Background: an optimization exercise with open tools, aiming at small area and a short achievable clock period. Do not read the settings as production practice. In this exercise RTL edits were held to simulation tests only and were not proved equivalent to the original. Power figures rest on the tool's default switching activity, not on a simulated workload.

File: flow/design.v
module lab4(Dout, Din, clk, reset);
output  [17:0]  Dout;
input   [7:0]   Din;
input           clk, reset;
reg [7:0] r0, r1, r2, r3, r4, r5, r6, r7, r8, r9, r10;
reg [16:0] s;
wire nrst;
invm u_nrst (.a(reset), .y(nrst));
wire pas1, pac2;
ha upas1 (.a(r1[0]), .b(r7[0]), .s(pas1), .co(pac2));
wire pas3, pac4;
fa upas3 (.a(r1[1]), .b(r7[1]), .c(pac2), .s(pas3), .co(pac4));
wire pas5, pac6;
fa upas5 (.a(r1[2]), .b(r7[2]), .c(pac4), .s(pas5), .co(pac6));
wire pas7, pac8;
fa upas7 (.a(r1[3]), .b(r7[3]), .c(pac6), .s(pas7), .co(pac8));
wire pas9, pac10;
fa upas9 (.a(r1[4]), .b(r7[4]), .c(pac8), .s(pas9), .co(pac10));
wire pas11, pac12;
fa upas11 (.a(r1[5]), .b(r7[5]), .c(pac10), .s(pas11), .co(pac12));
wire pas13, pac14;
fa upas13 (.a(r1[6]), .b(r7[6]), .c(pac12), .s(pas13), .co(pac14));
wire pas15, pac16;
fa upas15 (.a(r1[7]), .b(r7[7]), .c(pac14), .s(pas15), .co(pac16));
wire pbs17, pbc18;
xnor2m upbs17 (.a(r2[0]), .b(r6[0]), .y(pbs17));
or2m upbc18 (.a(r2[0]), .b(r6[0]), .y(pbc18));
wire pbs19, pbc20;
fa upbs19 (.a(r2[1]), .b(r6[1]), .c(pbc18), .s(pbs19), .co(pbc20));
wire pbs21, pbc22;
fa upbs21 (.a(r2[2]), .b(r6[2]), .c(pbc20), .s(pbs21), .co(pbc22));
wire pbs23, pbc24;
fa upbs23 (.a(r2[3]), .b(r6[3]), .c(pbc22), .s(pbs23), .co(pbc24));
wire pbs25, pbc26;
fa upbs25 (.a(r2[4]), .b(r6[4]), .c(pbc24), .s(pbs25), .co(pbc26));
wire pbs27, pbc28;
fa upbs27 (.a(r2[5]), .b(r6[5]), .c(pbc26), .s(pbs27), .co(pbc28));
wire pbs29, pbc30;
fa upbs29 (.a(r2[6]), .b(r6[6]), .c(pbc28), .s(pbs29), .co(pbc30));
wire pbs31, pbc32;
fa upbs31 (.a(r2[7]), .b(r6[7]), .c(pbc30), .s(pbs31), .co(pbc32));
wire pcs33, pcc34;
ha upcs33 (.a(r3[0]), .b(r5[0]), .s(pcs33), .co(pcc34));
wire pcs35, pcc36;
fa upcs35 (.a(r3[1]), .b(r5[1]), .c(pcc34), .s(pcs35), .co(pcc36));
wire pcs37, pcc38;
fa upcs37 (.a(r3[2]), .b(r5[2]), .c(pcc36), .s(pcs37), .co(pcc38));
wire pcs39, pcc40;
fa upcs39 (.a(r3[3]), .b(r5[3]), .c(pcc38), .s(pcs39), .co(pcc40));
wire pcs41, pcc42;
fa upcs41 (.a(r3[4]), .b(r5[4]), .c(pcc40), .s(pcs41), .co(pcc42));
wire pcs43, pcc44;
fa upcs43 (.a(r3[5]), .b(r5[5]), .c(pcc42), .s(pcs43), .co(pcc44));
wire pcs45, pcc46;
fa upcs45 (.a(r3[6]), .b(r5[6]), .c(pcc44), .s(pcs45), .co(pcc46));
wire pcs47, pcc48;
fa upcs47 (.a(r3[7]), .b(r5[7]), .c(pcc46), .s(pcs47), .co(pcc48));
wire n49 = ~pas1;
wire n50 = ~pas3;
wire n51 = ~pas5;
wire n52 = ~pas7;
wire n53 = ~pas9;
wire n54 = ~pas11;
wire n55 = ~pas13;
wire n56 = ~pas15;
wire n57 = ~pac16;
wire pgs58, pgc59;
ha upgs58 (.a(pbs17), .b(n49), .s(pgs58), .co(pgc59));
wire pgs60, pgc61;
fa upgs60 (.a(pgc59), .b(pbs19), .c(n50), .s(pgs60), .co(pgc61));
wire pgs62, pgc63;
fa upgs62 (.a(pbs21), .b(n51), .c(pgc61), .s(pgs62), .co(pgc63));
wire pgs64, pgc65;
fa upgs64 (.a(pbs23), .b(n52), .c(pgc63), .s(pgs64), .co(pgc65));
wire pgs66, pgc67;
fa upgs66 (.a(pbs25), .b(n53), .c(pgc65), .s(pgs66), .co(pgc67));
wire pgs68, pgc69;
fa upgs68 (.a(pbs27), .b(n54), .c(pgc67), .s(pgs68), .co(pgc69));
wire pgs70, pgc71;
fa upgs70 (.a(pbs29), .b(n55), .c(pgc69), .s(pgs70), .co(pgc71));
wire pgs72, pgc73;
fa upgs72 (.a(pbs31), .b(n56), .c(pgc71), .s(pgs72), .co(pgc73));
wire pgs74, pgc75;
fa upgs74 (.a(pbc32), .b(n57), .c(pgc73), .s(pgs74), .co(pgc75));
wire n76 = ~pcs33;
wire n77 = ~pcs35;
wire n78 = ~pcs37;
wire n79 = ~pcs39;
wire n80 = ~pcs41;
wire n81 = ~pcs43;
wire n82 = ~pcs45;
wire n83 = ~pcs47;
wire n84 = ~pcc48;
wire pfs85, pfc86;
xnor2m upfs85 (.a(r4[0]), .b(n76), .y(pfs85));
or2m upfc86 (.a(r4[0]), .b(n76), .y(pfc86));
wire pfs87, pfc88;
fa upfs87 (.a(r4[1]), .b(pfc86), .c(n77), .s(pfs87), .co(pfc88));
wire pfs89, pfc90;
fa upfs89 (.a(r4[2]), .b(n78), .c(pfc88), .s(pfs89), .co(pfc90));
wire pfs91, pfc92;
fa upfs91 (.a(r4[3]), .b(n79), .c(pfc90), .s(pfs91), .co(pfc92));
wire pfs93, pfc94;
fa upfs93 (.a(r4[4]), .b(n80), .c(pfc92), .s(pfs93), .co(pfc94));
wire pfs95, pfc96;
fa upfs95 (.a(r4[5]), .b(n81), .c(pfc94), .s(pfs95), .co(pfc96));
wire pfs97, pfc98;
fa upfs97 (.a(r4[6]), .b(n82), .c(pfc96), .s(pfs97), .co(pfc98));
wire pfs99, pfc100;
fa upfs99 (.a(r4[7]), .b(n83), .c(pfc98), .s(pfs99), .co(pfc100));
wire pfs101, pfc102;
ha upfs101 (.a(n84), .b(pfc100), .s(pfs101), .co(pfc102));
wire n103 = ~r10[0];
wire n104 = ~r10[1];
wire n105 = ~r10[2];
wire n106 = ~r10[3];
wire n107 = ~r10[4];
wire n108 = ~r10[5];
wire n109 = ~r10[6];
wire n110 = ~r10[7];
wire ts111, tc112;
fa uts111 (.a(r9[0]), .b(r10[0]), .c(pfs85), .s(ts111), .co(tc112));
wire ts113, tc114;
fa uts113 (.a(r9[1]), .b(r10[1]), .c(pas1), .s(ts113), .co(tc114));
wire ts115, tc116;
fa uts115 (.a(ts113), .b(tc112), .c(pfs87), .s(ts115), .co(tc116));
wire ts117, tc118;
fa uts117 (.a(r9[2]), .b(r10[2]), .c(pbs17), .s(ts117), .co(tc118));
wire ts119, tc120;
fa uts119 (.a(pcs33), .b(ts117), .c(tc114), .s(ts119), .co(tc120));
wire ts121, tc122;
fa uts121 (.a(pas3), .b(ts119), .c(pfs89), .s(ts121), .co(tc122));
wire ts123, tc124;
ha uts123 (.a(tc116), .b(Din[2]), .s(ts123), .co(tc124));
wire ts125, tc126;
xnor2m uts125 (.a(r4[0]), .b(r9[3]), .y(ts125));
or2m utc126 (.a(r4[0]), .b(r9[3]), .y(tc126));
wire ts127, tc128;
fa uts127 (.a(r10[3]), .b(n103), .c(ts125), .s(ts127), .co(tc128));
wire ts129, tc130;
fa uts129 (.a(tc118), .b(pbs19), .c(ts127), .s(ts129), .co(tc130));
wire ts131, tc132;
fa uts131 (.a(pcs35), .b(tc120), .c(pas5), .s(ts131), .co(tc132));
wire ts133, tc134;
fa uts133 (.a(ts129), .b(ts131), .c(pfs91), .s(ts133), .co(tc134));
wire ts135, tc136;
fa uts135 (.a(tc122), .b(Din[3]), .c(tc124), .s(ts135), .co(tc136));
wire ts137, tc138;
fa uts137 (.a(r4[1]), .b(r9[0]), .c(r9[4]), .s(ts137), .co(tc138));
wire ts139, tc140;
fa uts139 (.a(r10[4]), .b(n104), .c(tc126), .s(ts139), .co(tc140));
wire ts141, tc142;
fa uts141 (.a(ts137), .b(tc128), .c(ts139), .s(ts141), .co(tc142));
wire ts143, tc144;
fa uts143 (.a(pgs58), .b(pbs21), .c(tc130), .s(ts143), .co(tc144));
wire ts145, tc146;
fa uts145 (.a(pcs37), .b(ts141), .c(pas7), .s(ts145), .co(tc146));
wire ts147, tc148;
fa uts147 (.a(tc132), .b(ts143), .c(ts145), .s(ts147), .co(tc148));
wire ts149, tc150;
fa uts149 (.a(Din[0]), .b(Din[4]), .c(pfs93), .s(ts149), .co(tc150));
wire ts151, tc152;
fa uts151 (.a(tc134), .b(ts147), .c(tc136), .s(ts151), .co(tc152));
wire ts153, tc154;
xnor2m uts153 (.a(r4[2]), .b(r0[0]), .y(ts153));
or2m utc154 (.a(r4[2]), .b(r0[0]), .y(tc154));
wire ts155, tc156;
fa uts155 (.a(r8[0]), .b(r9[1]), .c(r9[5]), .s(ts155), .co(tc156));
wire ts157, tc158;
fa uts157 (.a(r10[5]), .b(n105), .c(ts153), .s(ts157), .co(tc158));
wire ts159, tc160;
fa uts159 (.a(tc138), .b(ts155), .c(tc140), .s(ts159), .co(tc160));
wire ts161, tc162;
fa uts161 (.a(pgs58), .b(ts157), .c(tc142), .s(ts161), .co(tc162));
wire ts163, tc164;
fa uts163 (.a(ts159), .b(pgs60), .c(pbs23), .s(ts163), .co(tc164));
wire ts165, tc166;
fa uts165 (.a(tc144), .b(pcs39), .c(ts161), .s(ts165), .co(tc166));
wire ts167, tc168;
fa uts167 (.a(pas9), .b(tc146), .c(ts163), .s(ts167), .co(tc168));
wire ts169, tc170;
fa uts169 (.a(ts165), .b(Din[1]), .c(Din[5]), .s(ts169), .co(tc170));
wire ts171, tc172;
fa uts171 (.a(tc148), .b(ts167), .c(ts169), .s(ts171), .co(tc172));
wire ts173, tc174;
fa uts173 (.a(pfs95), .b(tc150), .c(ts171), .s(ts173), .co(tc174));
wire ts175, tc176;
fa uts175 (.a(r4[3]), .b(r0[1]), .c(r8[1]), .s(ts175), .co(tc176));
wire ts177, tc178;
fa uts177 (.a(r9[2]), .b(r9[6]), .c(r10[6]), .s(ts177), .co(tc178));
wire ts179, tc180;
fa uts179 (.a(n106), .b(tc154), .c(tc156), .s(ts179), .co(tc180));
wire ts181, tc182;
fa uts181 (.a(ts175), .b(ts177), .c(pfs85), .s(ts181), .co(tc182));
wire ts183, tc184;
fa uts183 (.a(tc158), .b(ts179), .c(tc160), .s(ts183), .co(tc184));
wire ts185, tc186;
fa uts185 (.a(ts181), .b(pgs60), .c(tc162), .s(ts185), .co(tc186));
wire ts187, tc188;
fa uts187 (.a(ts183), .b(pgs62), .c(pbs25), .s(ts187), .co(tc188));
wire ts189, tc190;
fa uts189 (.a(tc164), .b(pcs41), .c(tc166), .s(ts189), .co(tc190));
wire ts191, tc192;
fa uts191 (.a(ts185), .b(Din[2]), .c(Din[6]), .s(ts191), .co(tc192));
wire ts193, tc194;
fa uts193 (.a(pas11), .b(tc168), .c(ts187), .s(ts193), .co(tc194));
wire ts195, tc196;
fa uts195 (.a(ts189), .b(tc170), .c(ts191), .s(ts195), .co(tc196));
wire ts197, tc198;
fa uts197 (.a(ts193), .b(tc172), .c(ts195), .s(ts197), .co(tc198));
wire ts199, tc200;
ha uts199 (.a(pfs97), .b(tc174), .s(ts199), .co(tc200));
wire ts201, tc202;
fa uts201 (.a(r4[4]), .b(r0[2]), .c(r8[2]), .s(ts201), .co(tc202));
wire ts203, tc204;
fa uts203 (.a(r9[3]), .b(r9[7]), .c(r10[7]), .s(ts203), .co(tc204));
wire ts205, tc206;
fa uts205 (.a(n107), .b(tc176), .c(tc178), .s(ts205), .co(tc206));
wire ts207, tc208;
fa uts207 (.a(ts201), .b(ts203), .c(tc180), .s(ts207), .co(tc208));
wire ts209, tc210;
fa uts209 (.a(ts205), .b(tc182), .c(pfs87), .s(ts209), .co(tc210));
wire ts211, tc212;
fa uts211 (.a(ts207), .b(tc184), .c(pgs62), .s(ts211), .co(tc212));
wire ts213, tc214;
fa uts213 (.a(ts209), .b(tc186), .c(pgs64), .s(ts213), .co(tc214));
wire ts215, tc216;
fa uts215 (.a(Din[3]), .b(Din[7]), .c(ts211), .s(ts215), .co(tc216));
wire ts217, tc218;
fa uts217 (.a(pbs27), .b(tc188), .c(pcs43), .s(ts217), .co(tc218));
wire ts219, tc220;
fa uts219 (.a(tc190), .b(tc192), .c(ts213), .s(ts219), .co(tc220));
wire ts221, tc222;
fa uts221 (.a(ts215), .b(pas13), .c(tc194), .s(ts221), .co(tc222));
wire ts223, tc224;
fa uts223 (.a(ts217), .b(tc196), .c(ts219), .s(ts223), .co(tc224));
wire ts225, tc226;
fa uts225 (.a(ts221), .b(tc198), .c(ts223), .s(ts225), .co(tc226));
wire ts227, tc228;
ha uts227 (.a(pfs99), .b(tc200), .s(ts227), .co(tc228));
wire ts229, tc230;
xnor2m uts229 (.a(r4[5]), .b(r0[3]), .y(ts229));
or2m utc230 (.a(r4[5]), .b(r0[3]), .y(tc230));
wire ts231, tc232;
fa uts231 (.a(r8[3]), .b(r9[4]), .c(n108), .s(ts231), .co(tc232));
wire ts233, tc234;
fa uts233 (.a(ts229), .b(tc202), .c(tc204), .s(ts233), .co(tc234));
wire ts235, tc236;
fa uts235 (.a(ts231), .b(tc206), .c(ts233), .s(ts235), .co(tc236));
wire ts237, tc238;
fa uts237 (.a(tc208), .b(ts235), .c(pfs89), .s(ts237), .co(tc238));
wire ts239, tc240;
fa uts239 (.a(tc210), .b(pgs64), .c(tc212), .s(ts239), .co(tc240));
wire ts241, tc242;
fa uts241 (.a(Din[4]), .b(ts237), .c(pgs66), .s(ts241), .co(tc242));
wire ts243, tc244;
fa uts243 (.a(tc214), .b(tc216), .c(ts239), .s(ts243), .co(tc244));
wire ts245, tc246;
fa uts245 (.a(pbs29), .b(pcs45), .c(tc218), .s(ts245), .co(tc246));
wire ts247, tc248;
fa uts247 (.a(tc220), .b(ts241), .c(ts243), .s(ts247), .co(tc248));
wire ts249, tc250;
fa uts249 (.a(pas15), .b(tc222), .c(ts245), .s(ts249), .co(tc250));
wire ts251, tc252;
fa uts251 (.a(tc224), .b(ts247), .c(ts249), .s(ts251), .co(tc252));
wire ts253, tc254;
fa uts253 (.a(pfs101), .b(tc226), .c(tc228), .s(ts253), .co(tc254));
wire ts255, tc256;
fa uts255 (.a(r4[6]), .b(r0[4]), .c(r8[4]), .s(ts255), .co(tc256));
wire ts257, tc258;
fa uts257 (.a(r9[5]), .b(n109), .c(tc230), .s(ts257), .co(tc258));
wire ts259, tc260;
fa uts259 (.a(tc232), .b(ts255), .c(ts257), .s(ts259), .co(tc260));
wire ts261, tc262;
fa uts261 (.a(tc234), .b(ts259), .c(tc236), .s(ts261), .co(tc262));
wire ts263, tc264;
fa uts263 (.a(ts261), .b(pfs91), .c(tc238), .s(ts263), .co(tc264));
wire ts265, tc266;
fa uts265 (.a(Din[5]), .b(pgs66), .c(tc240), .s(ts265), .co(tc266));
wire ts267, tc268;
fa uts267 (.a(ts263), .b(pgs68), .c(tc242), .s(ts267), .co(tc268));
wire ts269, tc270;
fa uts269 (.a(tc244), .b(ts265), .c(pac16), .s(ts269), .co(tc270));
wire ts271, tc272;
fa uts271 (.a(pbs31), .b(pcs47), .c(tc246), .s(ts271), .co(tc272));
wire ts273, tc274;
fa uts273 (.a(ts267), .b(tc248), .c(ts269), .s(ts273), .co(tc274));
wire ts275, tc276;
fa uts275 (.a(tc250), .b(ts271), .c(pfc102), .s(ts275), .co(tc276));
wire ts277, tc278;
fa uts277 (.a(ts273), .b(tc252), .c(ts275), .s(ts277), .co(tc278));
wire ts279, tc280;
fa uts279 (.a(r4[7]), .b(r0[5]), .c(r8[5]), .s(ts279), .co(tc280));
wire ts281, tc282;
fa uts281 (.a(r9[6]), .b(n110), .c(tc256), .s(ts281), .co(tc282));
wire ts283, tc284;
fa uts283 (.a(ts279), .b(tc258), .c(ts281), .s(ts283), .co(tc284));
wire ts285, tc286;
fa uts285 (.a(tc260), .b(ts283), .c(tc262), .s(ts285), .co(tc286));
wire ts287, tc288;
fa uts287 (.a(Din[6]), .b(ts285), .c(pfs93), .s(ts287), .co(tc288));
wire ts289, tc290;
fa uts289 (.a(tc264), .b(pgs68), .c(tc266), .s(ts289), .co(tc290));
wire ts291, tc292;
fa uts291 (.a(pbc32), .b(ts287), .c(pcc48), .s(ts291), .co(tc292));
wire ts293, tc294;
fa uts293 (.a(pgs70), .b(tc268), .c(ts289), .s(ts293), .co(tc294));
wire ts295, tc296;
fa uts295 (.a(tc270), .b(tc272), .c(ts291), .s(ts295), .co(tc296));
wire ts297, tc298;
fa uts297 (.a(ts293), .b(tc274), .c(ts295), .s(ts297), .co(tc298));
wire ts299, tc300;
ha uts299 (.a(tc276), .b(ts297), .s(ts299), .co(tc300));
wire ts301, tc302;
fa uts301 (.a(r0[6]), .b(r8[6]), .c(r9[7]), .s(ts301), .co(tc302));
wire ts303, tc304;
fa uts303 (.a(tc280), .b(ts301), .c(tc282), .s(ts303), .co(tc304));
wire ts305, tc306;
fa uts305 (.a(tc284), .b(ts303), .c(tc286), .s(ts305), .co(tc306));
wire ts307, tc308;
fa uts307 (.a(Din[7]), .b(ts305), .c(pfs95), .s(ts307), .co(tc308));
wire ts309, tc310;
fa uts309 (.a(tc288), .b(pgs70), .c(tc290), .s(ts309), .co(tc310));
wire ts311, tc312;
fa uts311 (.a(ts307), .b(tc292), .c(pgs72), .s(ts311), .co(tc312));
wire ts313, tc314;
fa uts313 (.a(tc294), .b(ts309), .c(tc296), .s(ts313), .co(tc314));
wire ts315, tc316;
fa uts315 (.a(ts311), .b(tc298), .c(ts313), .s(ts315), .co(tc316));
wire ts317, tc318;
xnor2m uts317 (.a(r0[7]), .b(r8[7]), .y(ts317));
or2m utc318 (.a(r0[7]), .b(r8[7]), .y(tc318));
wire ts319, tc320;
fa uts319 (.a(ts317), .b(tc302), .c(tc304), .s(ts319), .co(tc320));
wire ts321, tc322;
fa uts321 (.a(ts319), .b(tc306), .c(pfs97), .s(ts321), .co(tc322));
wire ts323, tc324;
fa uts323 (.a(tc308), .b(pgs72), .c(tc310), .s(ts323), .co(tc324));
wire ts325, tc326;
fa uts325 (.a(ts321), .b(pgs74), .c(tc312), .s(ts325), .co(tc326));
wire ts327, tc328;
fa uts327 (.a(ts323), .b(tc314), .c(ts325), .s(ts327), .co(tc328));
wire ts329, tc330;
xnor2m uts329 (.a(tc318), .b(tc320), .y(ts329));
or2m utc330 (.a(tc318), .b(tc320), .y(tc330));
wire ts331, tc332;
fa uts331 (.a(ts329), .b(pfs99), .c(tc322), .s(ts331), .co(tc332));
wire ts333, tc334;
fa uts333 (.a(pgc75), .b(pgs74), .c(tc324), .s(ts333), .co(tc334));
wire ts335, tc336;
fa uts335 (.a(ts331), .b(tc326), .c(ts333), .s(ts335), .co(tc336));
wire ts337, tc338;
xnor2m uts337 (.a(tc330), .b(pfs101), .y(ts337));
or2m utc338 (.a(tc330), .b(pfs101), .y(tc338));
wire ts339, tc340;
fa uts339 (.a(pgc75), .b(tc332), .c(ts337), .s(ts339), .co(tc340));
wire ts341, tc342;
ha uts341 (.a(tc334), .b(ts339), .s(ts341), .co(tc342));
wire ts343, tc344;
xnor2m uts343 (.a(pfc102), .b(tc338), .y(ts343));
or2m utc344 (.a(pfc102), .b(tc338), .y(tc344));
wire ts345, tc346;
ha uts345 (.a(ts343), .b(tc340), .s(ts345), .co(tc346));
wire ts347, tc348;
xnor2m uts347 (.a(tc344), .b(tc346), .y(ts347));
or2m utc348 (.a(tc344), .b(tc346), .y(tc348));
wire tls349, tlc350;
ha utls349 (.a(ts111), .b(Din[0]), .s(tls349), .co(tlc350));
wire tls351, tlc352;
fa utls351 (.a(ts115), .b(Din[1]), .c(tlc350), .s(tls351), .co(tlc352));
wire tls353, tlc354;
fa utls353 (.a(ts121), .b(ts123), .c(tlc352), .s(tls353), .co(tlc354));
wire tls355, tlc356;
fa utls355 (.a(ts133), .b(ts135), .c(tlc354), .s(tls355), .co(tlc356));
wire tls357, tlc358;
fa utls357 (.a(ts149), .b(ts151), .c(tlc356), .s(tls357), .co(tlc358));
wire tls359, tlc360;
fa utls359 (.a(tc152), .b(ts173), .c(tlc358), .s(tls359), .co(tlc360));
wire tls361, tlc362;
fa utls361 (.a(ts197), .b(ts199), .c(tlc360), .s(tls361), .co(tlc362));
wire b1as363, b1ac364;
ha ub1as363 (.a(ts225), .b(ts227), .s(b1as363), .co(b1ac364));
wire b1as365, b1ac366;
fa ub1as365 (.a(ts251), .b(b1ac364), .c(ts253), .s(b1as365), .co(b1ac366));
wire b1as367, b1ac368;
fa ub1as367 (.a(tc254), .b(ts277), .c(b1ac366), .s(b1as367), .co(b1ac368));
wire m369 = b1as363 ^ tlc362;
wire m370 = b1as365 ^ (tlc362 & b1as363);
wire p371 = b1as363 & b1as365;
wire m372 = b1as367 ^ (tlc362 & p371);
wire p373 = p371 & b1as367;
wire k374 = b1ac368 | (tlc362 & p373);
wire b2as375, b2ac376;
ha ub2as375 (.a(tc278), .b(ts299), .s(b2as375), .co(b2ac376));
wire b2as377, b2ac378;
fa ub2as377 (.a(tc300), .b(ts315), .c(b2ac376), .s(b2as377), .co(b2ac378));
wire b2as379, b2ac380;
fa ub2as379 (.a(tc316), .b(ts327), .c(b2ac378), .s(b2as379), .co(b2ac380));
wire m381 = b2as375 ^ k374;
wire m382 = b2as377 ^ (k374 & b2as375);
wire p383 = b2as375 & b2as377;
wire m384 = b2as379 ^ (k374 & p383);
wire p385 = p383 & b2as379;
wire k386 = b2ac380 | (k374 & p385);
wire b3as387, b3ac388;
ha ub3as387 (.a(tc328), .b(ts335), .s(b3as387), .co(b3ac388));
wire b3as389, b3ac390;
fa ub3as389 (.a(ts341), .b(tc336), .c(b3ac388), .s(b3as389), .co(b3ac390));
wire b3as391, b3ac392;
fa ub3as391 (.a(ts345), .b(tc342), .c(b3ac390), .s(b3as391), .co(b3ac392));
wire b3as393, b3ac394;
ha ub3as393 (.a(ts347), .b(b3ac392), .s(b3as393), .co(b3ac394));
wire m395 = b3as387 ^ k386;
wire m396 = b3as389 ^ (k386 & b3as387);
wire p397 = b3as387 & b3as389;
wire m398 = b3as391 ^ (k386 & p397);
wire p399 = p397 & b3as391;
wire m400 = b3as393 ^ (k386 & p399);
wire [16:0] s_next = {m400, m398, m396, m395, m384, m382, m381, m372, m370, m369, tls361, tls359, tls357, tls355, tls353, tls351, tls349};
always @(posedge clk) begin
    if (!reset) begin
        s  <= 17'd130817;
    end else begin
        s  <= s_next;
    end
    r0 <= Din & {8{reset}};
    r1 <= ~(r0 & {8{reset}});
    r2 <= ~(r1 | {8{nrst}});
    r3 <= ~(r2 & {8{reset}});
    r4 <= ~(r3 | {8{nrst}});
    r5 <= ~(r4 & {8{reset}});
    r6 <= ~(r5 | {8{nrst}});
    r7 <= ~(r6 & {8{reset}});
    r8 <= ~(r7 | {8{nrst}});
    r9 <= r8 & {8{reset}};
    r10 <= ~(r9 & {8{reset}});
end
wire os401, oc402;
xn3 uos401 (.a(s[3]), .b(Din[3]), .c(Din[0]), .y(os401));
mjn uoc402 (.a(s[3]), .b(Din[3]), .c(Din[0]), .y(oc402));
wire os403, oc404;
xn3 uos403 (.a(s[4]), .b(Din[4]), .c(Din[1]), .y(os403));
mjn uoc404 (.a(s[4]), .b(Din[4]), .c(Din[1]), .y(oc404));
wire os405, oc406;
xn3 uos405 (.a(s[5]), .b(Din[5]), .c(Din[2]), .y(os405));
mjn uoc406 (.a(s[5]), .b(Din[5]), .c(Din[2]), .y(oc406));
wire os407, oc408;
xn3 uos407 (.a(s[6]), .b(Din[6]), .c(Din[3]), .y(os407));
mjn uoc408 (.a(s[6]), .b(Din[6]), .c(Din[3]), .y(oc408));
wire os409, oc410;
xn3 uos409 (.a(s[7]), .b(Din[7]), .c(Din[4]), .y(os409));
mjn uoc410 (.a(s[7]), .b(Din[7]), .c(Din[4]), .y(oc410));
wire os411, oc412;
ha uos411 (.a(s[8]), .b(Din[5]), .s(os411), .co(oc412));
wire os413, oc414;
ha uos413 (.a(s[9]), .b(Din[6]), .s(os413), .co(oc414));
wire os415, oc416;
ha uos415 (.a(s[10]), .b(Din[7]), .s(os415), .co(oc416));
wire pp0, gg0;
xnm upp0 (.a(s[0]), .b(Din[0]), .y(pp0));
anm ugg0 (.a(s[0]), .b(Din[0]), .y(gg0));
wire pp1, gg1;
xnm upp1 (.a(s[1]), .b(Din[1]), .y(pp1));
anm ugg1 (.a(s[1]), .b(Din[1]), .y(gg1));
wire pp2, gg2;
xnm upp2 (.a(s[2]), .b(Din[2]), .y(pp2));
anm ugg2 (.a(s[2]), .b(Din[2]), .y(gg2));
wire pp3 = os401;
wire gg3 = 1'b0;
wire pp4, gg4;
ha upp4 (.a(os403), .b(oc402), .s(pp4), .co(gg4));
wire pp5, gg5;
ha upp5 (.a(os405), .b(oc404), .s(pp5), .co(gg5));
wire pp6, gg6;
ha upp6 (.a(os407), .b(oc406), .s(pp6), .co(gg6));
wire pp7, gg7;
ha upp7 (.a(os409), .b(oc408), .s(pp7), .co(gg7));
wire pp8, gg8;
ha upp8 (.a(os411), .b(oc410), .s(pp8), .co(gg8));
wire pp9, gg9;
ha upp9 (.a(os413), .b(oc412), .s(pp9), .co(gg9));
wire pp10, gg10;
ha upp10 (.a(os415), .b(oc414), .s(pp10), .co(gg10));
wire G0_1 = gg1 | (pp1 & gg0);
wire P0_1 = pp1 & pp0;
wire G0_3 = gg3 | (pp3 & gg2);
wire P0_3 = pp3 & pp2;
wire G0_5 = gg5 | (pp5 & gg4);
wire P0_5 = pp5 & pp4;
wire G0_7 = gg7 | (pp7 & gg6);
wire P0_7 = pp7 & pp6;
wire G0_9 = gg9 | (pp9 & gg8);
wire P0_9 = pp9 & pp8;
wire G1_2 = gg2 | (pp2 & G0_1);
wire P1_2 = pp2 & P0_1;
wire G1_3 = G0_3 | (P0_3 & G0_1);
wire P1_3 = P0_3 & P0_1;
wire G1_6 = gg6 | (pp6 & G0_5);
wire P1_6 = pp6 & P0_5;
wire G1_7 = G0_7 | (P0_7 & G0_5);
wire P1_7 = P0_7 & P0_5;
wire G1_10 = gg10 | (pp10 & G0_9);
wire P1_10 = pp10 & P0_9;
wire G2_4 = gg4 | (pp4 & G1_3);
wire P2_4 = pp4 & P1_3;
wire G2_5 = G0_5 | (P0_5 & G1_3);
wire P2_5 = P0_5 & P1_3;
wire G2_6 = G1_6 | (P1_6 & G1_3);
wire P2_6 = P1_6 & P1_3;
wire G2_7 = G1_7 | (P1_7 & G1_3);
wire P2_7 = P1_7 & P1_3;
wire G3_8 = gg8 | (pp8 & G2_7);
wire P3_8 = pp8 & P2_7;
wire G3_9 = G0_9 | (P0_9 & G2_7);
wire P3_9 = P0_9 & P2_7;
wire G3_10 = G1_10 | (P1_10 & G2_7);
wire P3_10 = P1_10 & P2_7;
wire [10:0] lo_s = {pp10 ^ G3_9, pp9 ^ G3_8, pp8 ^ G2_7, pp7 ^ G2_6, pp6 ^ G2_5, pp5 ^ G2_4, pp4 ^ G1_3, pp3 ^ G1_2, pp2 ^ G0_1, pp1 ^ gg0, pp0};
wire lo_c = G3_10 | oc416;
wire [11:0] lo = {lo_c, lo_s};
wire [5:0] ones = {&s[15:11], &s[14:11], &s[13:11], &s[12:11], s[11], 1'b1};
assign Dout = {1'b0, s[16:11] ^ (ones & {6{lo[11]}}), lo[10:0]};
endmodule
module fa(a, b, c, s, co);
input a, b, c;
output s, co;
assign s = a ^ b ^ c;
assign co = (a & b) | (c & (a ^ b));
endmodule
module xnor2m(a, b, y);
input a, b;
output y;
assign y = ~(a ^ b);
endmodule
module or2m(a, b, y);
input a, b;
output y;
assign y = a | b;
endmodule
module xn3(a, b, c, y);
input a, b, c;
output y;
assign y = a ^ ~b ^ c;
endmodule
module mjn(a, b, c, y);
input a, b, c;
output y;
assign y = (a & ~b) | (c & (a | ~b));
endmodule
module xnm(a, b, y);
input a, b;
output y;
assign y = ~(a ^ b);
endmodule
module anm(a, b, y);
input a, b;
output y;
assign y = a & ~b;
endmodule
module invm(a, y);
input a;
output y;
assign y = ~a;
endmodule
module ha(a, b, s, co);
input a, b;
output s, co;
assign s = a ^ b;
assign co = a & b;
endmodule
File: flow/flow/run.sh
#!/bin/bash
# The standard layout (standard.sh) with these changes to its settings:
#  - the port buffers are plain buffers (BUF) instead of the delay-cell
#    footprint-mates that buffer_ports picks by default;
#  - repair_timing aims for a setup slack margin of MARGIN ns;
#  - clock tree synthesis inserts no dummy loads.
# Everything else (synthesis, floorplan, power grid, placement, routing) is
# the standard flow's.  The make output goes to standard.log; ORFS keeps each
# step's log under orfs/logs.
set -euo pipefail
MARGIN=5.7
BUF=sky130_fd_sc_hd__buf_4
export BUFFER_PORTS_ARGS="-buffer_cell $BUF"
export CTS_ARGS="-sink_clustering_enable -repair_clock_nets -buf_list sky130_fd_sc_hd__clkbuf_8 -dont_use_dummy_load"
sed -e "s/\"\${@:-finish}\"/SETUP_SLACK_MARGIN=$MARGIN \"\${@:-finish}\"/" standard.sh > standard_margin.sh
grep -q "SETUP_SLACK_MARGIN=$MARGIN" standard_margin.sh
bash standard_margin.sh > standard.log 2>&1
File: flow/standard.sh
#!/bin/bash
# synth_recipe.tcl (not shown) runs the flow's synth.tcl, then flattens the netlist and writes it again
# the make line also repeats each setting of config.mk as NAME=value (left out here)
make -C /OpenROAD-flow-scripts/flow DESIGN_CONFIG=/design/flow/config.mk WORK_HOME=/design/flow/orfs CLKGATE_MAP_FILE= SYNTH_SCRIPT=/design/flow/synth_recipe.tcl "${@:-finish}"
File: flow/config.mk
export PLATFORM = sky130hd
export DESIGN_NAME = lab4
export DESIGN_NICKNAME = lab4
export VERILOG_FILES = /design/flow/design.v
export SDC_FILE = /design/flow/constraint.sdc
export NUM_CORES = 4
export LEC_CHECK = 0
export CAP_MARGIN = 20
export CORE_MARGIN = 2
export CORE_UTILIZATION = 40
export CTS_BUF_LIST = sky130_fd_sc_hd__clkbuf_8
export SLEW_MARGIN = 20
export SYNTH_HIERARCHICAL = 1
export SYNTH_MINIMUM_KEEP_SIZE = 0
File: flow/constraint.sdc
create_clock -name core_clock -period 13.0 [get_ports {clk}]
set_input_delay 2.6000 -clock core_clock [delete_from_list [all_inputs] [get_ports {clk}]]
set_output_delay 2.6000 -clock core_clock [all_outputs]
set_load 0.01 [all_outputs]
==> results of run 1 <==
through the flow:
stage | cell area (sq um) | std cells
after floorplan | 7010 | 538
after global placement | 7430 | 776
after detailed placement | 7430 | 776
after CTS | 7580 | 787
after global routing | 7750 | 791
final | 7750 | 791
synthesized netlist by cell type:
library cell / number / area [sq um]
a211o_1: 1 / 8.76
a211oi_2: 1 / 12.5
a21boi_0: 2 / 15.0
a21o_1: 1 / 7.51
a21oi_1: 8 / 40.0
a21oi_2: 1 / 8.76
a31oi_1: 1 / 6.26
a32oi_2: 1 / 16.3
a41o_1: 1 / 10.0
a41oi_1: 1 / 8.76
and2_1: 23 / 144
and3_2: 1 / 7.51
buf_1: 1 / 3.75
buf_4: 2 / 15.0
clkbuf_1: 10 / 37.5
conb_1: 1 / 3.75
dfxtp_1: 105 / 2100
fa_1: 153 / 3060
ha_1: 33 / 413
inv_1: 35 / 131
maj3_2: 5 / 56.3
nand2_1: 49 / 184
nand2b_1: 3 / 18.8
nand3_1: 7 / 35.0
nand4_1: 1 / 6.26
nor2_1: 38 / 143
nor2b_1: 1 / 6.26
nor2b_4: 3 / 41.3
o211ai_1: 1 / 7.51
o211ai_2: 1 / 12.5
o21a_1: 1 / 7.51
o21ai_0: 1 / 5.00
o21ai_1: 1 / 5.00
or2_1: 9 / 56.3
or2_2: 1 / 6.26
xnor2_1: 22 / 193
xnor3_1: 5 / 113
xor2_1: 7 / 61.3
cell type report:
| cell class | count | area share (%) |
|---|---|---|
| tap | 225 | 3.63 |
| multi-input combinational | 385 | 62.6 |
| timing repair buffer | 32 | 3.34 |
| clock buffer | 9 | 1.60 |
| inverter | 35 | 1.70 |
| sequential | 105 | 27.1 |
worst register-to-register path: cells and delay by family, from the launching register on:
family	cells	cell delay [ns]
simple gates	3	0.28
flops	1	0.32
fa+ha+maj	15	6.14
buf+inv	1	0.07
xor+xnor	1	0.13
modules after synthesis, one instance, submodules excluded:
module	flops+latches	cell area (sq um)
invm	0	3.75
or2m	0	6.26
fa	0	20.0
xnor2m	0	8.76
mjn	0	15.0
lab4	105	3230
xn3	0	22.5
anm	0	13.8
ha	0	12.5
xnm	0	8.76
cell families after synthesis:
family | synth area share [%]
AOI/OAI and AO/OA | 2.44
adders and majority gates | 50.4
xor gates and xnor gates | 5.23
DFF | 30.0
other | 0.0535
and+or+nand+nor | 9.24
buffers and inverters | 2.68
report_power, final:
part,internal [W],total [W],switching (W)
clock network,0.0000623,0.000162,0.0000994
logic,0.000537,0.00106,0.000519
registers,0.000353,0.000370,0.0000163
flip-flops by register name, summed over array words and instances, names as in the netlist:
register	count
r0	8
r1	8
r10	8
r2	8
r3	8
r4	8
r5	8
r6	8
r7	8
r8	8
r9	8
s	17
layer usage:
layer	vias to the layer above	wire length, um	track usage [%]
li1	1716	-	-
met1	1956	6310	21.1
met2	51	6500	27.6
met3	17	400	3.02
met4	0	206	5.50
met5	-	0	0
how the worst max path moves through the flow:
stage | depth (start not counted) | start | slack, ns | to
finish | 10 | Din[2] | 5.80 | Dout[12]
global route | 20 | r1[0]$_DFF_P_ | 5.68 | s[14]$_SDFF_PN1_
CTS | 20 | r6[0]$_DFF_P_ | 5.71 | s[14]$_SDFF_PN1_
detailed placement | 15 | Din[3] | 5.63 | s[14]$_SDFF_PN1_
global placement | 15 | Din[3] | 5.71 | s[14]$_SDFF_PN1_
floorplan | 14 | Din[3] | 6.00 | s[14]$_SDFF_PN1_
timing repair:
item	4_1_cts	5_1_grt
endpoints found under the setup margin	2	9
gates resized for setup	2	32
endpoints found under the hold margin	0	0
pin swaps	1	13
buffers inserted	2	4
==> flow_metrics.env, run 1 <==
export IMPL_status="complete, no violations"
export IMPL_critical_path_top_delay_family="XOR/XNOR gates"
export IMPL_rows=48
export IMPL_ioPinCount=28
export IMPL_max_stage_delay_ns=0.38
export IMPL_dieArea_sq_um=18600
export IMPL_ys_seq_area_share_pct=30.0
export IMPL_grt_pass1_wl_um=22300
export IMPL_final_min_clock_period_ns=7.20
export IMPL_fin_skew_ns=0.0322
export IMPL_nets=764
export IMPL_fill_cells=1565
export IMPL_postCtsHoldBufs=0
export IMPL_synth_seq_cells=105
export IMPL_avgViaCountPerCell=4.73
export IMPL_hpwl_um=11300
export IMPL_initial_core_util_pct=40.7
export IMPL_timing_final_ws_setup_ns=5.80
export IMPL_cap_violations=0
export IMPL_synth_cell_area_sq_um=7010
export IMPL_clkTransAtPathRegs_ns=0.10
export IMPL_min_to="r1[4]$_DFF_P_"
export IMPL_first_pass_iters=4
export IMPL_drv_slew=0
export IMPL_total_power_w=0.00159
export IMPL_multi_input_area_sq_um=4850
export IMPL_grt_util_all_layers_pct=16.3
export IMPL_crit_path_end_kind="output port"
export IMPL_p_per_area_nw_per_um2=205
export IMPL_crit_fanout=7
export IMPL_yosys_warnings=7
export IMPL_drt_iter0_markers=153
export IMPL_routed_wl_um=13400
export IMPL_cp_start_kind="primary input"
export IMPL_seq_area_sq_um=2100
export IMPL_ant_nets=0
export IMPL_hold_violations=0
export IMPL_hp_class="reg -> reg"
export IMPL_crit_chain="buf_6 > xnor3_1 > ha_4 > o211ai_1 > nand2_1 > a32oi_4 > nand2_1 > ha_1 > xor2_1 > buf_4"
export IMPL_grt_pass1_vias=4447
export IMPL_cts_sinks=105
export IMPL_cts_tree="built"
export IMPL_drc=0
export IMPL_antenna_found_initial=0
export IMPL_fp_coreArea_sq_um=17200
export IMPL_tightest_slew_ns=1.03
export IMPL_critPathArrivalTime_ns=4.60
export IMPL_wire_per_inst_um=17.0
export IMPL_path_class="in -> out"
export IMPL_cts_made_buffers=9
export IMPL_ir_drop_uv=171
export IMPL_cp_required_ns=10.40
export IMPL_clock_path_buffers=2
export IMPL_clock_fmax_mhz=139
export IMPL_syn_to_final_growth_pct=10.5
export IMPL_yosysUniqueCellTypes=38
export IMPL_final_common_cell="fa_1"
export IMPL_hp_start="r0[4]$_DFF_P_"
export IMPL_r2r_slack_ns=5.94
export IMPL_worstReg2RegEnd="s[16]$_SDFF_PN1_"
export IMPL_syn_mean_instance_area_sq_um=13.0
export IMPL_dieHeight_um=136
export IMPL_p_leak_nw=3.38
export IMPL_ctsHtreeMaxLevel=3
export IMPL_syn_inst=538
export IMPL_grt_max_degree=75
export IMPL_vias=3740
export IMPL_gp_congestion=0.856
export IMPL_gr_total_overflow=0
export IMPL_setup_viol=0
export IMPL_root_buffer="clkbuf_8"
export IMPL_crit_slowest_cell="xnor3_1"
export IMPL_slew_headroom_pct=31.3
export IMPL_post_route_period_util_pct=55.4
export IMPL_n_antenna_cell=0
export IMPL_clk_latency_ns=0.39
export IMPL_fin_setup_tns_ns=0
export IMPL_holdPathStages=1
export IMPL_die_w_um=136
export IMPL_syn_nets=734
export IMPL_rsz0062_at_grt="yes"
export IMPL_hold_ws_ns=0.382
export IMPL_path_buf_inv=2
export IMPL_reg2reg_from="r1[0]$_DFF_P_"
export IMPL_pre_cts_slack_ns=5.63
export IMPL_crit_top_cell="nand2_1"
export IMPL_reg2regPathDepth=20
export IMPL_fin_util_pct=44.9
export IMPL_drive_above_1_share_pct=14.5
export IMPL_layout_common_cells="fa_1 (136), dfxtp_1 (105), nand2_1 (49)"
export IMPL_portBuffers=26
==> run 2, diff against run 1 <==
--- a/flow/flow/run.sh
+++ b/flow/flow/run.sh
@@ -9,5 +9,5 @@
 # step's log under orfs/logs.
 set -euo pipefail
-MARGIN=5.7
+MARGIN=5.75
 BUF=sky130_fd_sc_hd__buf_4
 export BUFFER_PORTS_ARGS="-buffer_cell $BUF"
==> run 2 against run 1 <==
Against the previous run: critical endpoint unchanged; largest cell class unchanged; core utilization grew 0.48 points; worst setup slack better by 0.0097 ns; sequential cell count unchanged; register-to-register slack better by 0.07 ns; first-iteration DRC count up 2.0%; synthesized area did not move; combinational power is essentially flat; total power increased by 1.8%.
==> flow_metrics.env, run 2 <==
export IMPL_final_min_clock_period_ns=7.19
export IMPL_clock_fmax_mhz=139
export IMPL_cts_tree="built"
export IMPL_hpwl_um=11300
export IMPL_ioPinCount=28
export IMPL_ctsHtreeMaxLevel=3
export IMPL_max_stage_delay_ns=0.37
export IMPL_syn_nets=734
export IMPL_synthTopCellsByCount="fa_1 (153), dfxtp_1 (105), nand2_1 (49), nor2_1 (38), inv_1 (35)"
export IMPL_path_buf_inv=2
export IMPL_cts_sinks=105
export IMPL_crit_fanout=7
export IMPL_cp_start_kind="primary input"
export IMPL_clk_latency_ns=0.39
export IMPL_status="complete, no violations"
export IMPL_antenna_found_initial=0
export IMPL_hold_violations=0
export IMPL_synth_xor_area_share_pct=5.23
export IMPL_fp_coreArea_sq_um=17200
export IMPL_synth_compound_area_share_pct=2.44
export IMPL_drv_slew=0
export IMPL_postCtsHoldBufs=0
export IMPL_rows=48
export IMPL_avgViaCountPerCell=4.75
export IMPL_clkTransAtPathRegs_ns=0.10
export IMPL_ys_flop_type="dfxtp_1"
export IMPL_syn_inst=538
export IMPL_grt_max_degree=75
export IMPL_switching_power_w=0.000647
export IMPL_nets=767
export IMPL_yosysUniqueCellTypes=38
export IMPL_rsz0062_at_grt="yes"
export IMPL_synth_area_leaders="fa_1 (44%), dfxtp_1 (30%), ha_1 (5.9%), xnor2_1 (2.7%), nand2_1 (2.6%)"
export IMPL_grt_pass1_wl_um=22300
export IMPL_fin_skew_ns=0.0321
export IMPL_post_route_period_util_pct=55.3
export IMPL_dp_cells=776
export IMPL_largest_reg_flops=17
export IMPL_die_w_um=136
export IMPL_n_antenna_cell=0
export IMPL_yosys_area_share_simple_pct=9.24
export IMPL_p_per_area_nw_per_um2=206
export IMPL_dieHeight_um=136
export IMPL_root_buffer="clkbuf_8"
export IMPL_wire_per_inst_um=17.2
export IMPL_swShare_pct=40.1
export IMPL_synthAdderAreaFrac_pct=50.4
export IMPL_yosys_warnings=7
export IMPL_grt_pass1_vias=4460
export IMPL_synth_top_area_share_pct=43.7
export IMPL_routed_wl_um=13600
export IMPL_crit_top_cell="nand2_1"
export IMPL_ir_drop_uv=168
export IMPL_syn_mean_instance_area_sq_um=13.0
export IMPL_critPathArrivalTime_ns=4.59
export IMPL_synth_cell_area_sq_um=7010
export IMPL_gr_total_overflow=0
export IMPL_holdPathStages=1
export IMPL_crit_path_end_kind="output port"
export IMPL_cp_required_ns=10.40
export IMPL_yosys_cell_count_top_type="fa_1"
export IMPL_clock_path_buffers=2
export IMPL_fin_cells=794
export IMPL_internal_power_w=0.000968
export IMPL_syn_to_final_growth_pct=11.7
export IMPL_synthMuxAreaShare_pct=0
export IMPL_fin_setup_tns_ns=0
export IMPL_cap_violations=0
export IMPL_drt_iter0_markers=156
export IMPL_tightest_slew_ns=1.02
export IMPL_initial_core_util_pct=40.7
export IMPL_portBuffers=26
export IMPL_r2r_slack_ns=6.01
export IMPL_cts_made_buffers=9
export IMPL_critical_path_top_delay_family="XOR/XNOR gates"
export IMPL_p_seq_share_pct=22.9
export IMPL_clkPwrFrac_pct=10.0
export IMPL_hp_class="reg -> reg"
export IMPL_setup_viol=0
export IMPL_reg2regPathDepth=20
export IMPL_synth_seq_cells=105
export IMPL_synth_edf_count=0
export IMPL_synth_top_family_by_area="adder cells"
export IMPL_worstReg2RegEnd="s[16]$_SDFF_PN1_"
export IMPL_reg2reg_from="r1[0]$_DFF_P_"
export IMPL_top_register="s"
export IMPL_ant_nets=0
export IMPL_gp_congestion=0.856
export IMPL_async_flop_share_pct=0
export IMPL_p_leak_nw=3.39
export IMPL_dieArea_sq_um=18600
export IMPL_vias=3772
export IMPL_p_comb_share_pct=67.1
export IMPL_grt_util_all_layers_pct=16.3
export IMPL_drive_above_1_share_pct=16.3
export IMPL_drc=0
export IMPL_final_common_cell="fa_1"
export IMPL_first_pass_iters=4
export IMPL_hp_start="r0[4]$_DFF_P_"
export IMPL_yosys_area_top_type="fa_1"
export IMPL_crit_chain="buf_6 > xnor3_1 > ha_4 > o211ai_1 > nand2_1 > a32oi_4 > nand2_1 > ha_2 > xor2_1 > buf_4"
export IMPL_min_to="r1[4]$_DFF_P_"
export IMPL_path_class="in -> out"
export IMPL_ys_seq_area_share_pct=30.0
export IMPL_crit_slowest_cell="xnor3_1"
export IMPL_slew_headroom_pct=32.0
export IMPL_layout_common_cells="fa_1 (132), dfxtp_1 (105), nand2_1 (49)"
==> run 2: cell counts after synthesis <==
No cell type changed its count.
==> run 2: modules after synthesis (local to each module, per instance), a selection <==
module / cells inside / area (sq um) / flops+latches / times used
fa: 1 / 20.0 / 0 / 153
lab4: 319 / 3230 / 105 / 1
mjn: 2 / 15.0 / 0 / 5
or2m: 1 / 6.26 / 0 / 9
xnm: 1 / 8.76 / 0 / 3
invm: 1 / 3.75 / 0 / 1
ha: 1 / 12.5 / 0 / 25
==> run 2: cell families after synthesis <==
kind of cell / count (synthesis)
xor gates and xnor gates: 34
and+or+nand+nor: 136
other: 1
AOI/OAI and AO/OA: 23
buffers and inverters: 48
adders and majority gates: 191
DFF: 105
==> run 2: how the worst max path moves through the flow <==
| stage | slack [ns] | startpoint | to | cells past startpoint |
|---|---|---|---|---|
| 2_1_floorplan | 6.00 | Din[3] | s[14]$_SDFF_PN1_ | 14 |
| 5_1_grt | 5.73 | Din[4] | Dout[12] | 11 |
| 4_1_cts | 5.74 | Din[6] | Dout[12] | 10 |
| 6_report | 5.81 | Din[2] | Dout[12] | 10 |
| 3_5_place_dp | 5.63 | Din[3] | s[14]$_SDFF_PN1_ | 15 |
| 3_3_place_gp | 5.71 | Din[3] | s[14]$_SDFF_PN1_ | 15 |
==> run 2: power groups by stage <==
stage / sequential, W / combinational (W) / clock [W]
6_report: 0.000370 / 0.00108 / 0.000161
3_5_place_dp: 0.000377 / 0.00101 / 0
3_3_place_gp: 0.000376 / 0.000980 / 0
5_1_grt: 0.000373 / 0.00122 / 0.000179
2_1_floorplan: 0.000372 / 0.000762 / 0
4_1_cts: 0.000369 / 0.00103 / 0.000170
==> run 2: repair_timing <==
action	in CTS	in global routing
resized for setup	9	39
endpoints found under the hold margin	0	0
gates cloned	0	0
buffers inserted	2	7
pin swaps	3	20
setup endpoints to repair	5	12
==> run 2: final cells by class <==
cell class                 instances  area (sq um)
fill                            1562          9410
multi-input combinational        385          4900
sequential                       105          2100
tap                              225           282
clock buffer                       9           124
timing repair buffer              35           294
inverter                          35           131
==> run 2: metal layers <==
| layer | track usage [%] | vias up | routed length [um] |
|---|---|---|---|
| met5 | 0 | - | 0 |
| met4 | 5.50 | 0 | 198 |
| met3 | 3.02 | 15 | 440 |
| met2 | 27.6 | 54 | 6670 |
| met1 | 21.1 | 1980 | 6320 |
| li1 | - | 1723 | - |
==> run 2: per-stage QoR <==
| stage | setup slack [ns] | cell area (sq um) | hold slack [ns] | total power (W) | utilization (%) |
|---|---|---|---|---|---|
| 2_1_floorplan | 6.00 | 7010 | 0.387 | 0.00113 | - |
| 3_3_place_gp | 5.71 | 7430 | 0.393 | 0.00136 | 43.1 |
| 3_5_place_dp | 5.63 | 7430 | 0.397 | 0.00139 | 43.1 |
| 4_1_cts | 5.74 | 7600 | 0.392 | 0.00157 | 44.1 |
| 5_1_grt | 5.73 | 7830 | 0.409 | 0.00177 | 45.4 |
| 6_report | 5.81 | 7830 | 0.382 | 0.00161 | 45.4 |
==> run 3, diff against run 2 <==
--- a/flow/flow/run.sh
+++ b/flow/flow/run.sh
@@ -9,5 +9,5 @@
 # step's log under orfs/logs.
 set -euo pipefail
-MARGIN=5.75
+MARGIN=5
 BUF=sky130_fd_sc_hd__buf_4
 export BUFFER_PORTS_ARGS="-buffer_cell $BUF"
--- a/flow/config.mk
+++ b/flow/config.mk
@@ -10,4 +10,5 @@
 export CORE_UTILIZATION = 40
 export CTS_BUF_LIST = sky130_fd_sc_hd__clkbuf_8
+export GPL_TIMING_DRIVEN = 0
 export SLEW_MARGIN = 20
 export SYNTH_HIERARCHICAL = 1
==> run 3 against run 2 <==
Against the previous run: critical path depth unchanged; die area unchanged; still clean; worst hold slack improved by 0.018 ns; total power decreased by 5.6%; combinational power decreased by 8%; via count increased by 0.95%; synthesized area unchanged; synthesized cell count unchanged; global-route usage about the same; sequential share of layout area increased by 0.77 points; non-clock buffer count increased by 4; first-iteration DRC count decreased by 17%.
==> flow_metrics.env, run 3 <==
export IMPL_status="complete, no violations"
export IMPL_drt_iter0_markers=129
export IMPL_crit_fanout=6
export IMPL_hp_class="reg -> reg"
export IMPL_post_route_period_util_pct=56.6
export IMPL_syn_inst=538
export IMPL_antenna_found_initial=0
export IMPL_cts_resized=0
export IMPL_crit_path_end_kind="output port"
export IMPL_fp_coreArea_sq_um=17200
export IMPL_yosys_cell_count_top_type="fa_1"
export IMPL_synth_cell_area_sq_um=7010
export IMPL_cap_violations=0
export IMPL_p_per_area_nw_per_um2=200
export IMPL_clk_latency_ns=0.38
export IMPL_dieHeight_um=136
export IMPL_cts_setup_buffers=0
export IMPL_internal_power_w=0.000920
export IMPL_p_seq_share_pct=24.2
export IMPL_grt_pass1_wl_um=22100
export IMPL_vias=3808
export IMPL_ir_drop_uv=147
export IMPL_routed_wl_um=13700
export IMPL_final_min_clock_period_ns=7.35
export IMPL_hold_violations=0
export IMPL_timing_final_ws_setup_ns=5.65
export IMPL_yosys_warnings=7
export IMPL_gr_total_overflow=0
export IMPL_synthMuxAreaShare_pct=0
export IMPL_ant_nets=0
export IMPL_n_antenna_cell=0
export IMPL_hold_ws_ns=0.401
export IMPL_top_register="s"
export IMPL_ioPinCount=28
export IMPL_clock_path_buffers=2
export IMPL_nets=771
export IMPL_syn_to_final_growth_pct=8.57
export IMPL_rsz0062_at_grt="no"
export IMPL_grt_util_all_layers_pct=16.3
export IMPL_cp_start_kind="primary input"
export IMPL_clkPwrFrac_pct=10.7
export IMPL_syn_nets=734
export IMPL_p_comb_share_pct=65.1
export IMPL_switching_power_w=0.000604
export IMPL_fin_skew_ns=0.0311
export IMPL_clock_fmax_mhz=136
export IMPL_layout_common_cells="fa_1 (153), dfxtp_1 (105), nand2_1 (49)"
export IMPL_critPathArrivalTime_ns=4.75
export IMPL_synth_seq_cells=105
export IMPL_postCtsHoldBufs=0
export IMPL_total_power_w=0.00152
export IMPL_ctsHtreeMaxLevel=3
export IMPL_yosys_area_share_simple_pct=9.24
export IMPL_fin_util_pct=44.2
export IMPL_ys_seq_area_share_pct=30.0
export IMPL_cts_sinks=105
export IMPL_syn_mean_instance_area_sq_um=13.0
export IMPL_async_flop_share_pct=0
export IMPL_pre_cts_slack_ns=5.57
export IMPL_wire_per_inst_um=17.2
export IMPL_cp_required_ns=10.40
export IMPL_synthTopCellsByCount="fa_1 (153), dfxtp_1 (105), nand2_1 (49), nor2_1 (38), inv_1 (35)"
export IMPL_dieArea_sq_um=18600
export IMPL_portBuffers=26
export IMPL_synth_top_family_by_area="adder cells"
export IMPL_yosysUniqueCellTypes=38
export IMPL_cts_made_buffers=9
export IMPL_drv_slew=0
export IMPL_rows=48
export IMPL_clkTransAtPathRegs_ns=0.08
export IMPL_cts_tree="built"
export IMPL_slew_headroom_pct=49.4
export IMPL_drive_above_1_share_pct=8.90
export IMPL_first_pass_iters=4
export IMPL_synth_top_area_share_pct=43.7
export IMPL_drc=0
export IMPL_grt_max_degree=21
export IMPL_largest_reg_flops=17
export IMPL_initial_core_util_pct=40.7
export IMPL_synth_compound_area_share_pct=2.44
export IMPL_synth_area_leaders="fa_1 (44%), dfxtp_1 (30%), ha_1 (5.9%), xnor2_1 (2.7%), nand2_1 (2.6%)"
export IMPL_root_buffer="clkbuf_8"
export IMPL_p_leak_nw=3.39
export IMPL_die_w_um=136
export IMPL_swShare_pct=39.6
export IMPL_hpwl_um=11800
export IMPL_setup_viol=0
export IMPL_synth_edf_count=0
export IMPL_ys_flop_type="dfxtp_1"
export IMPL_yosys_area_top_type="fa_1"
export IMPL_synthAdderAreaFrac_pct=50.4
export IMPL_gp_congestion=0.881
export IMPL_grt_pass1_vias=4307
export IMPL_synth_xor_area_share_pct=5.23
export IMPL_tightest_slew_ns=0.758
export IMPL_fin_setup_tns_ns=0
export IMPL_path_class="in -> out"
export IMPL_final_common_cell="fa_1"
export IMPL_avgViaCountPerCell=4.77
## run 3: cell counts after synthesis
No cell type changed its count.
## run 3: kinds of logic after synthesis
family | count (synthesis)
AOI/OAI and AO/OA | 23
xor gates and xnor gates | 34
adders and majority gates | 191
buffers and inverters | 48
DFF | 105
other | 1
and+or+nand+nor | 136
## run 3: final cells by class
type,count,area (sq um)
Buffer,13,56.3
Clock buffer,9,124
Fill cell,1560,9620
Inverter,35,131
Multi-Input combinational cell,385,4720
Sequential cell,105,2100
Tap cell,225,282
Timing Repair Buffer,26,195
## run 3: routing by layer
layer	global-route usage, %	up-vias	share of wire, %
met2	26.8	68	48
met1	22.4	1986	47
li1	-	1736	-
met5	0	-	0
met3	2.72	18	3.6
met4	4.86	0	1.5
## run 3: Yosys stat by module (local to each module, per instance)
module  area (sq um)  cells inside
xnm             8.76             1
or2m            6.26             1
mjn             15.0             2
lab4            3230           319
anm             13.8             1
fa              20.0             1
xn3             22.5             1
invm            3.75             1
ha              12.5             1
xnor2m          8.76             1
## run 3: per-stage QoR
step                      area [sq um]  std cells
after CTS                         7610        798
after global placement            7490        789
after detailed placement          7490        789
after global routing              7610        798
final                             7610        798
after floorplan                   7010        538
## run 3: critical path, stage by stage
cell and delay, ns:
buf_4 0.16, xnor3_1 0.35, ha_1 0.36, a21oi_1 0.21, o211ai_2 0.12, a32oi_2 0.33
nand2_1 0.11, ha_1 0.20, xor2_1 0.16, buf_4 0.15
## run 3: worst paths after layout
| path | slack, ns | end | from | depth (start not counted) |
|---|---|---|---|---|
| setup reg to reg | 5.66 | s[13]$_SDFF_PN1_ | r6[0]$_DFF_P_ | 19 |
| hold / removal | 0.40 | r1[5]$_DFF_P_ | r0[5]$_DFF_P_ | 1 |
| setup / recovery | 5.65 | Dout[12] | Din[6] | 10 |
| hold reg to reg | 0.40 | r1[5]$_DFF_P_ | r0[5]$_DFF_P_ | 1 |
## run 3: power by group through the flow
stage,Clock (W),Combinational (W),Sequential [W]
after floorplan,0,0.000762,0.000372
after global placement,0,0.000974,0.000375
after detailed placement,0,0.00100,0.000376
after CTS,0.000166,0.00101,0.000369
after global routing,0.000177,0.00113,0.000371
final,0.000162,0.000993,0.000369
==> run 4, diff against run 3 <==
--- a/flow/config.mk
+++ b/flow/config.mk
@@ -8,7 +8,6 @@
 export CAP_MARGIN = 20
 export CORE_MARGIN = 2
-export CORE_UTILIZATION = 40
+export CORE_UTILIZATION = 50
 export CTS_BUF_LIST = sky130_fd_sc_hd__clkbuf_8
-export GPL_TIMING_DRIVEN = 0
 export SLEW_MARGIN = 20
 export SYNTH_HIERARCHICAL = 1
==> run 4 against run 3 <==
Against the previous run: sequential share of layout area grew 0.41 points; combinational power shrank 2%; register-to-register slack is essentially flat; largest power group unchanged; clock-buffer cell count is the same; still clean on timing, DRC and antenna; non-clock buffer count shrank 13; design area shrank 1.5%; highest routed layer unchanged; worst setup slack gained 0.022 ns.
==> flow_metrics.env, run 4 <==
export IMPL_synth_area_leaders="fa_1 (44%), dfxtp_1 (30%), ha_1 (5.9%), xnor2_1 (2.7%), nand2_1 (2.6%)"
export IMPL_status="complete, no violations"
export IMPL_setup_viol=0
export IMPL_root_buffer="clkbuf_8"
export IMPL_yosys_warnings=7
export IMPL_ys_seq_area_share_pct=30.0
export IMPL_drv_slew=0
export IMPL_timing_final_ws_setup_ns=5.67
export IMPL_fin_skew_ns=0.0206
export IMPL_grt_pass1_wl_um=21000
export IMPL_yosys_cell_count_top_type="fa_1"
export IMPL_cp_start_kind="register"
export IMPL_crit_slowest_cell="fa_1"
export IMPL_tightest_slew_ns=1.04
export IMPL_max_stage_delay_ns=0.59
export IMPL_final_min_clock_period_ns=7.33
export IMPL_wire_per_inst_um=17.6
export IMPL_fin_util_pct=54.5
export IMPL_clock_fmax_mhz=136
export IMPL_cts_tree="built"
export IMPL_yosysUniqueCellTypes=38
export IMPL_p_per_area_nw_per_um2=201
export IMPL_portBuffers=26
export IMPL_grt_pass1_vias=4058
export IMPL_cts_made_buffers=9
export IMPL_rsz0062_at_grt="no"
export IMPL_gp_congestion=0.849
export IMPL_cts_setup_buffers=0
export IMPL_ant_nets=0
export IMPL_avgViaCountPerCell=5.01
export IMPL_crit_path_end_kind="register"
export IMPL_synth_cell_area_sq_um=7010
export IMPL_top_register="s"
export IMPL_dp_cells=731
export IMPL_first_pass_iters=4
export IMPL_ioPinCount=28
export IMPL_grt_max_degree=75
export IMPL_path_buf_inv=1
export IMPL_syn_mean_instance_area_sq_um=13.0
export IMPL_fin_setup_tns_ns=0
export IMPL_drive_above_1_share_pct=8.75
export IMPL_final_common_cell="fa_1"
export IMPL_dieHeight_um=122
export IMPL_slew_headroom_pct=30.8
export IMPL_pre_cts_slack_ns=5.62
export IMPL_crit_top_cell="fa_1"
export IMPL_gr_total_overflow=0
export IMPL_synthTopCellsByCount="fa_1 (153), dfxtp_1 (105), nand2_1 (49), nor2_1 (38), inv_1 (35)"
export IMPL_ys_flop_type="dfxtp_1"
export IMPL_synth_seq_cells=105
export IMPL_rows=43
export IMPL_syn_inst=538
export IMPL_post_route_period_util_pct=56.4
export IMPL_largest_reg_flops=17
export IMPL_cts_resized=0
export IMPL_clkTransAtPathRegs_ns=0.09
export IMPL_async_flop_share_pct=0
export IMPL_n_antenna_cell=0
export IMPL_hold_violations=0
export IMPL_postCtsHoldBufs=0
export IMPL_nets=758
export IMPL_cap_violations=0
export IMPL_drc=0
export IMPL_critPathArrivalTime_ns=7.56
export IMPL_antenna_found_initial=0
export IMPL_clk_latency_ns=0.37
export IMPL_total_power_w=0.00151
export IMPL_syn_to_final_growth_pct=6.96
export IMPL_p_leak_nw=3.36
export IMPL_hpwl_um=11000
export IMPL_hp_class="reg -> reg"
export IMPL_crit_chain="ha_1 > fa_1 > fa_1 > fa_1 > fa_1 > inv_1 > fa_1 > fa_1 > fa_1 > fa_1 > fa_1 > fa_1 > fa_1 > ha_1 > fa_1 > fa_1 > nand3_1 > nor2_1 > xnor2_1 > nand2_1"
export IMPL_layout_common_cells="fa_1 (153), dfxtp_1 (105), nand2_1 (49)"
export IMPL_clock_path_buffers=2
export IMPL_vias=3710
export IMPL_routed_wl_um=13000
export IMPL_drt_iter0_markers=149
export IMPL_critical_path_top_delay_family="adder cells"
export IMPL_crit_fanout=2
export IMPL_cp_required_ns=13.23
export IMPL_die_w_um=122
export IMPL_grt_util_all_layers_pct=19.2
export IMPL_ctsHtreeMaxLevel=3
export IMPL_dieArea_sq_um=15000
export IMPL_initial_core_util_pct=50.9
export IMPL_cts_sinks=105
export IMPL_syn_nets=734
export IMPL_fin_cells=740
export IMPL_synth_top_area_share_pct=43.7
export IMPL_synth_edf_count=0
export IMPL_ir_drop_uv=146
export IMPL_yosys_area_top_type="fa_1"
export IMPL_fp_coreArea_sq_um=13800
export IMPL_path_class="reg -> reg"
[run 4: cell counts after synthesis]
No cell type changed its count.
[run 4: routing by layer]
layer | global-route usage [%] | routed length, um | up-vias
li1 | - | - | 1707
met1 | 27.5 | 6020 | 1940
met2 | 31.0 | 6360 | 57
met3 | 3.49 | 529 | 6
met4 | 4.31 | 105 | 0
met5 | 0 | 0 | -
[run 4: per-module statistics from Yosys, one instance, submodules excluded, a selection]
module,copies in the design,area (sq um),cells inside,flops+latches
anm,3,13.8,1,0
fa,153,20.0,1,0
ha,25,12.5,1,0
lab4,1,3230,319,105
mjn,5,15.0,2,0
xn3,5,22.5,1,0
xnm,3,8.76,1,0
[run 4: worst paths after layout]
check | start | to | slack, ns | depth (start not counted)
worst max-delay path | r1[0]$_DFF_P_ | s[16]$_SDFF_PN1_ | 5.67 | 20
worst min-delay path | r0[4]$_DFF_P_ | r1[4]$_DFF_P_ | 0.40 | 1
worst max register to register | r1[0]$_DFF_P_ | s[16]$_SDFF_PN1_ | 5.67 | 20
worst min register to register | r0[4]$_DFF_P_ | r1[4]$_DFF_P_ | 0.40 | 1
[run 4: cell type report]
class | instances | area [sq um]
inverters | 35 | 131
repair buffers | 26 | 195
fillers | 1193 | 6270
well taps | 180 | 225
multi-input cells | 385 | 4720
flip-flops and latches | 105 | 2100
clock buffers | 9 | 124
[run 4: kinds of logic after synthesis]
kind of cell	after synthesis	share of synthesized area, %
adders and majority gates	191	50.4
and+or+nand+nor	136	9.24
DFF	105	30.0
buffers and inverters	48	2.68
xor gates and xnor gates	34	5.23
AOI/OAI and AO/OA	23	2.44
other	1	0.0535
[run 4: report_power, final]
group	leakage, nW	switching, W	internal (W)
combinational	2.44	0.000478	0.000498
sequential	0.857	0.0000158	0.000353
clock	0.0647	0.0000973	0.0000623
total	3.36	0.000592	0.000914
[run 4: metrics by stage]
stage / hold slack [ns] / area (sq um)
after floorplan: 0.387 / 7010
after global placement: 0.392 / 7380
after detailed placement: 0.402 / 7380
after CTS: 0.412 / 7500
after global routing: 0.422 / 7500
final: 0.405 / 7500
[run 4: worst reg2reg max path: stages, from the launching register on]
cell     delay [ns]
dfxtp_1        0.34
ha_1           0.22
fa_1           0.42
fa_1           0.41
fa_1           0.40
fa_1           0.59
inv_1          0.09
fa_1           0.43
fa_1           0.40
fa_1           0.52
fa_1           0.44
fa_1           0.42
fa_1           0.52
fa_1           0.42
ha_1           0.20
fa_1           0.38
fa_1           0.53
nand3_1        0.08
nor2_1         0.15
xnor2_1        0.14
nand2_1        0.06

[separate check: timing with driven ports]
The results above use ideal ports. As a check the final layouts listed here were re-extracted and re-timed, cells and wires unchanged.
Step 1 assumes that a clkbuf_16 drives the clock port and a buf_2 every other input.
Step 2 moves the port delays by t, midway between the first and last clock arrival at a register: inputs arrive t later, outputs are due t later. That takes back most of the time a late clock gives input paths.
a / b / c = ideal ports / drivers / drivers and shift; a / b = the first two.
| run | t (ns) | setup slack, ns | hold WS [ns] | slew at the worst register clock pin (ns) |
|---|---|---|---|---|
| run 1 | 0.409 | 5.799 / 5.766 / 5.758 | 0.382 / 0.382 / 0.382 | 0.10 / 0.10 |
| run 2 | 0.409 | 5.808 / 5.761 / 5.761 | 0.382 / 0.382 / 0.382 | 0.10 / 0.10 |
| run 3 | 0.408 | 5.647 / 5.621 / 5.577 | 0.401 / 0.401 / 0.401 | 0.11 / 0.11 |
| run 4 | 0.398 | 5.668 / 5.668 / 5.632 | 0.405 / 0.405 / 0.405 | 0.09 / 0.09 |
After both steps every run listed still meets setup and hold. The setup slack of run 3, which loses most, moves by -0.026 ns with the drivers and by -0.070 ns with both steps.
